Context: an optimization exercise on an open-source flow, tuned for small area, a short achievable clock period and few clock cycles per item. The choices shown serve that exercise and are no tape-out recipe.
Function was checked by simulation only, so behaviour that the tests miss may differ from the original.
No activity file was given, so power comes from the tool's default toggle rates.

// ecsm_processor
module ecsm_processor(clk, rst, en_ecsm, done_ecsm, addr, doutb, dina, wea);
export LEC_CHECK = 0
export ABC_AREA = 1
export CAP_MARGIN = 20
export CORE_MARGIN = 2
export CORE_UTILIZATION = 40
export CTS_BUF_LIST = sky130_fd_sc_hd__clkbuf_4 sky130_fd_sc_hd__clkbuf_8
export SETUP_SLACK_MARGIN = 5
export SLEW_MARGIN = 20
create_clock -name core_clock -period 10.0 [get_ports {clk}]
standard.sh (not shown) runs the stock make flow with config.mk's settings and CLKGATE_MAP_FILE= SYNTH_SCRIPT=/design/flow/synth_recipe.tcl, a recipe that flattens the netlist after the stock synthesis.
==> flow/flow/run.sh <==
#!/bin/bash
set -euo pipefail
sed -e 's/SETUP_SLACK_MARGIN=5/SETUP_SLACK_MARGIN=6 BUFFER_PORTS_ARGS="-buffer_cell sky130_fd_sc_hd__buf_4"/' standard.sh > standard_mod.sh
grep -q 'SETUP_SLACK_MARGIN=6' standard_mod.sh
bash standard_mod.sh > standard.log 2>&1
Testbench counts at the start, summed over its fixed seeds: cycles 8,211,409, items 12.
Then changed:
--- a/flow/design.v
+++ b/flow/design.v
@@ -432,28 +432,26 @@
 wire wbs_hi = whi;
 always @* begin
   n_bs = B_D;
   n_os = O_WC;
   n_we = 1'b0;
   n_tag = T_NONE;
   n_gs = 2'd0;
   n_offx = 5'd0;
   case (state)
     S_MUL: begin
       if (wq != 3'd0) begin
         if (!qhi) begin
-          if (wq != 3'd3) begin
-            n_we = 1'b1; n_bs = B_T; n_os = O_WC;
-            n_tag = (wq == 3'd2) ? T_MW0 : T_MW1;
-          end
+          n_we = 1'b1; n_bs = B_T; n_os = O_WC;
+          n_tag = (wq == 3'd2) ? T_MW0 : T_MW1;
         end else if (wq == (fz ? 3'd6 : 3'd4)) begin
           n_bs = B_T; n_os = O_I; n_tag = T_L0; n_gs = (i == 5'd0) ? 2'd1 : 2'd0;
         end else if (wq == (fz ? 3'd5 : 3'd3)) begin
           n_bs = B_T; n_os = O_I; n_tag = T_L1;
         end else if (fz && wq == 3'd4) begin
           n_bs = B_C; n_os = O_WC; n_tag = T_C0;
         end else if (fz && wq == 3'd3) begin
           n_bs = B_C; n_os = O_I; n_tag = T_C1;
         end else begin
           n_we = 1'b1; n_bs = B_D; n_os = O_WC; n_tag = (wq == 3'd2) ? T_WX : T_WH;
         end
       end else begin
@@ -573,25 +571,25 @@
             firstel <= 1'b1;
             if (p == 5'd17) begin
               state <= S_MULEND; ms <= 4'd0;
             end else begin
               p <= pn;
               if (pn <= 5'd8) begin
                 nxtA <= 1'b0; ia <= 5'd0; jb <= {pn[3:0], 1'b1}; podd <= 1'b1;
               end else begin
                 nxtA <= 1'b1; ia <= cn[4:0]; jb <= 5'd17; podd <= 1'b0;
               end
             end
           end else if (firstel && p != 5'd0) begin
-            wq <= (p >= 5'd10) ? (fz ? 3'd6 : 3'd4) : 3'd3;
+            wq <= (p >= 5'd10) ? (fz ? 3'd6 : 3'd4) : 3'd2;
             qhi <= (p >= 5'd10);
           end
         end
       end
       S_MULEND: begin
         ms <= ms + 4'd1;
         if (ms == 4'd1) i <= i + 5'd1;
         if (ms == (fz ? 4'd4 : 4'd2)) i <= 5'd0;
         if (ms == (fz ? 4'd6 : 4'd4)) wc <= 5'd0;
         if (ms == (fz ? 4'd7 : 4'd5)) i <= i + 5'd1;
         if (ms == (fz ? 4'd10 : 4'd8)) state <= S_DONE;
       end
@@ -726,26 +724,26 @@
   case (tag2)
     T_RD, T_PE, T_PO: W <= doutb;
     T_L0, T_SG: G <= {F18, F17[15:11]};
     T_SQ8, T_SQH: SQ <= doutb;
     default: ;
   endcase
   if (tag1 == T_MW1 || (tag1 == T_WH && is_mul) || rst) begin
     Pm2 <= Pw0[15:11];
     SQ <= Pw1;
   end
 end
 always @(posedge clk)
-  dina <= (n_tag == T_MW0) ? acc_e[15:0] :
-          (n_tag == T_MW1) ? (acc_o[15:0] ^ {1'b0, acc_e[30:16]}) :
+  dina <= (n_tag == T_MW0) ? acc_e_n[15:0] :
+          (n_tag == T_MW1) ? (acc_o_n[15:0] ^ {1'b0, acc_e_n[30:16]}) :
           (n_tag == T_WH) ? Hm_n : X_n;
 endmodule
 module inversion_rom(address, dout);
 input [3:0] address;
 output reg [7:0] dout;
 always @*
 begin
 	case(address)
 	4'd0 : dout <= 8'd1;
 	4'd1 : dout <= 8'd2;
 	4'd2 : dout <= 8'd4;
 	4'd3 : dout <= 8'd8;
@@ -1672,37 +1670,36 @@
 				control_group3_inv, done_inversion,
 				state_inv, inv_rom_dout, count);
 fau		FU(clk, rst | ~en_primitive, mode, RdBase1, RdBase2, BasePointer,
 		   doutb, address_F, dina_F, wea_F, done_primitive, address_F_n, wea_F_n, op3_base, fuse);
 top_ALU			ALU(clk, rst, rst_d_carry, control_group1, control_group2, mode, 1'b1, 1'b0, 3'd0,
 			    LSB_store, Tbit_no_sign, doutb, dina_ALU, b0_one, b1_zero, Tbit_pair, M4_out0, flag_adjustment,
        			    CL, R2, R1, Tbit_no_sign_n);
 addressb		ADDR(clk, rst, 5'd0, 6'd0, SCOffset, suspend_r,
 			     BasePtSel, (suspend_r==1'b0) ? BaseSel_SC : 3'd0, 1'b0, Base_en, address_carryin, address_SC,
 			     RdBase1, RdBase2, BasePointer, RdBase1_n, RdBase2_n, pvar);
 ROM2 OP0BASE(op0, op0_base);
 ROM2 OP3BASE(op3, op3_base);
-localparam [7:0] SC_RDBASE1 = 8'd0, SC_RDBASE2 = 8'd18, SC_WTBASE = 8'd54;
 wire [7:0] wc8 = {3'b000, wc_SC_n};
-wire [7:0] s_b0 = SC_RDBASE1 + wc8;
-wire [7:0] s_b0c = SC_RDBASE1 + wc8 + 8'd1;
-wire [7:0] s_b1 = SC_RDBASE2 + wc8;
+wire [7:0] s_b0 = RdBase1_n + wc8;
+wire [7:0] s_b0c = RdBase1_n + wc8 + 8'd1;
+wire [7:0] s_b1 = RdBase2_n + wc8;
 wire [7:0] s_b2 = 8'd234 + wc8;
 wire [7:0] s_b2c = 8'd235 + wc8;
-wire [7:0] s_b3 = SC_WTBASE + wc8;
+wire [7:0] s_b3 = op0_base + wc8;
 wire [7:0] s_b4 = 8'd243 + wc8;
 wire [7:0] s_b5 = 8'd63 + wc8;
 wire [7:0] s_b6 = 8'd72 + wc8;
 wire [7:0] s_b7 = 8'd81 + wc8;
-wire [7:0] s_hi = SC_RDBASE1 + {3'b000, lc_hi_SC_n};
+wire [7:0] s_hi = RdBase1_n + {3'b000, lc_hi_SC_n};
 reg [7:0] address_SC_n;
 always @* begin
 	if (ns_hi_SC) address_SC_n = s_hi;
 	else case (BaseSel_n)
 		3'd0: address_SC_n = address_carryin_n ? s_b0c : s_b0;
 		3'd1: address_SC_n = s_b1;
 		3'd2: address_SC_n = address_carryin_n ? s_b2c : s_b2;
 		3'd3: address_SC_n = s_b3;
 		3'd4: address_SC_n = s_b4;
 		3'd5: address_SC_n = s_b5;
 		3'd6: address_SC_n = s_b6;
 		default: address_SC_n = s_b7;
Global-route usage came out lower by 0.60 points; total power came out higher by about 20%; worst setup slack loses 0.44 ns; synthesized cell count came out higher by 4.9%; clock-buffer cell count came out higher by 3; maximum frequency came out lower by 10%.
Testbench counts after the change, summed over its fixed seeds: cycles 8,085,985, items 12.

* * *

== north ==
ecsm_processor, a different RTL version from the one above (not shown whole).
Size in the first run: ~430 flip-flops, about 45 I/O pins, roughly 32000 um^2 of cells after synthesis.
clock: 10.0 ns
lec_check: 0
abc_area: 1
cap_margin: 20
core_margin: 2
core_utilization: 40
slew_margin: 20
run.sh (not shown) runs the stock make flow with config.mk's settings and CLKGATE_MAP_FILE= SYNTH_SCRIPT=/design/flow/synth_recipe.tcl, a recipe that flattens the netlist after the stock synthesis.
Stock flow here: none of the scripts above is used.
Testbench counts of north, summed over its fixed seeds: cycles 9,358,612, items 12.
## Diff of input files: south against north
--- a/flow/design.v
+++ b/flow/design.v
@@ -5,35 +5,21 @@
 endmodule
 module adder_subtracter(a, b, carry_in, add_sub, s, carry_out);
 input [15:0] a, b;
 input carry_in;
 input add_sub; 			 
 output [15:0] s;
 output carry_out;
 wire [15:0] w1;
+wire [16:0] w2;
 assign w1 = (add_sub==0) ? b : ~b;
-reg [16:0] G, P;
-integer d, i;
-always @* begin
-  G[0] = carry_in ^ add_sub;
-  P[0] = 1'b0;
-  for (i = 0; i < 16; i = i + 1) begin
-    G[i+1] = a[i] & w1[i];
-    P[i+1] = a[i] ^ w1[i];
-  end
-  for (d = 1; d < 17; d = d * 2)
-    for (i = 16; i >= 1; i = i - 1)
-      if (i >= d) begin
-        G[i] = G[i] | (P[i] & G[i-d]);
-        P[i] = P[i] & P[i-d];
-      end
-end
-assign s = a ^ w1 ^ G[15:0];
-assign carry_out = G[16] ^ add_sub;
+assign w2 = a + w1 + (carry_in ^ add_sub);
+assign carry_out = w2[16] ^ add_sub;
+assign s = w2[15:0];
 endmodule
 module mux2(in1, in2, sel, out);
 input [15:0] in1, in2;
 input sel;
 output [15:0] out;
 assign out = (sel) ? in2 : in1;
 endmodule
 module sb16(a,b,c);
@@ -1767,17 +1753,19 @@
   ST_END = 6'd41,
   ST_AFFINE_B = 6'd42, ST_AFFINE_C = 6'd43, ST_AFFINE_E = 6'd44;
 reg [5:0] state;
 reg [6:0] cntr, cntr_value;
 reg cntr_set, cntr_up;
 reg final_proc;
 always @(posedge clk)
 begin
-  if(cntr_set)
+  if(rst)
+    cntr <= 7'd0;
+  else if(cntr_set)
     cntr <= cntr_value;
   else if(cntr_up)
     cntr <= cntr + 1'b1;
 end
 always @(posedge clk)
 begin
   if(rst)
     final_proc <= 1'b1;
@@ -1935,17 +1923,17 @@
 output wea;
 wire [6:0] prog_addr;
 wire [2:0] inst;
 wire [3:0] addr_opa, addr_opb, addr_res;
 wire en_primitive, done_primitive;
 wire done_k, k_even;
 wire [1:0] k_bits, k_end;
 wire [5:0] state_SC;
-wire proc_rst = done_ecsm;	 
+wire proc_rst = rst | done_ecsm;
 ecsm_fsm i_ecsm_fsm(.clk(clk), .rst(rst), .en_ecsm(en_ecsm), .en_primitive(en_primitive),
                     .done_primitive(done_primitive), .done_ecsm(done_ecsm), .k_even(k_even),
                     .done_k(done_k), .k_bits(k_bits), .k_end(k_end), .prog_addr(prog_addr));
 program_rom i_program_rom(.prog_addr(prog_addr), .inst(inst), .addr_opa(addr_opa),
                           .addr_opb(addr_opb), .addr_res(addr_res));
 processor i_processor(clk, proc_rst, en_primitive, inst, addr_res, addr_opa, addr_opb, addr, doutb, dina, wea,
                       k_even, done_k, k_bits, k_end, done_primitive, state_SC);
 endmodule
==> results.txt <==
H-tree depth came out exactly the same in south and north.
Power group with the largest share = combinational cells: north; power group with the largest share = the clock network: south
Between south and north, the sequential share of layout area figures differ only marginally.
south does worse than north on clock skew.
Of south and north, it is south that has the lower worst slack at placement.
Between south and north, it is south whose count of clock-buffer cells in the layout is higher, by 5.
The core utilization was comparable across south and north.
The run with more routed wire is south, not north.
When the final numbers for south and north were put side by side, the minimum hold slack turned out to be greater in south.
[compare] base=north new=south: height of the die went down by about 0.35%, non-clock buffer count -4, layout-stage area growth over the synthesis result moved up, number of nets in the layout shows a reduction of 24, final area -0.52%.
Testbench counts of south, summed over its fixed seeds: cycles 9,358,612, items 12.

-- port drivers added, routing unchanged --
Ports are ideal in the flow. The routed layouts listed here were re-timed in OpenROAD. Step 1 sets driving cells, clkbuf_16 on the clock port and buf_2 on the other inputs (assumed; they add their load-dependent delay and slew). Step 2 adds t to the input delays and takes it off the output delays; t is the mean of the earliest and latest rising clock arrival at the registers after step 1. Input paths then give back, and output paths get back, about the clock's delay inside the block. a / b / c = ideal ports / drivers / drivers and shift; a / b = the first two.
| run | t (ns) | slack for setup (ns) | worst slew at a driven data input, ns |
|---|---|---|---|
| the first run of note 1 | 0.760 | 6.084 / 6.019 / 5.433 | 0.05 |
| the second run of note 1 | 0.755 | 5.647 / 5.647 / 5.299 | 0.05 |
| north | 0.673 | 4.416 / 4.458 / 3.784 | 0.06 |
| south | 0.679 | 4.358 / 4.367 / 3.711 | 0.05 |
After both steps every run listed still meets setup and hold. For the first run of note 1, which loses most, drivers alone change the setup slack by -0.065 ns; drivers and shift together by -0.651 ns.
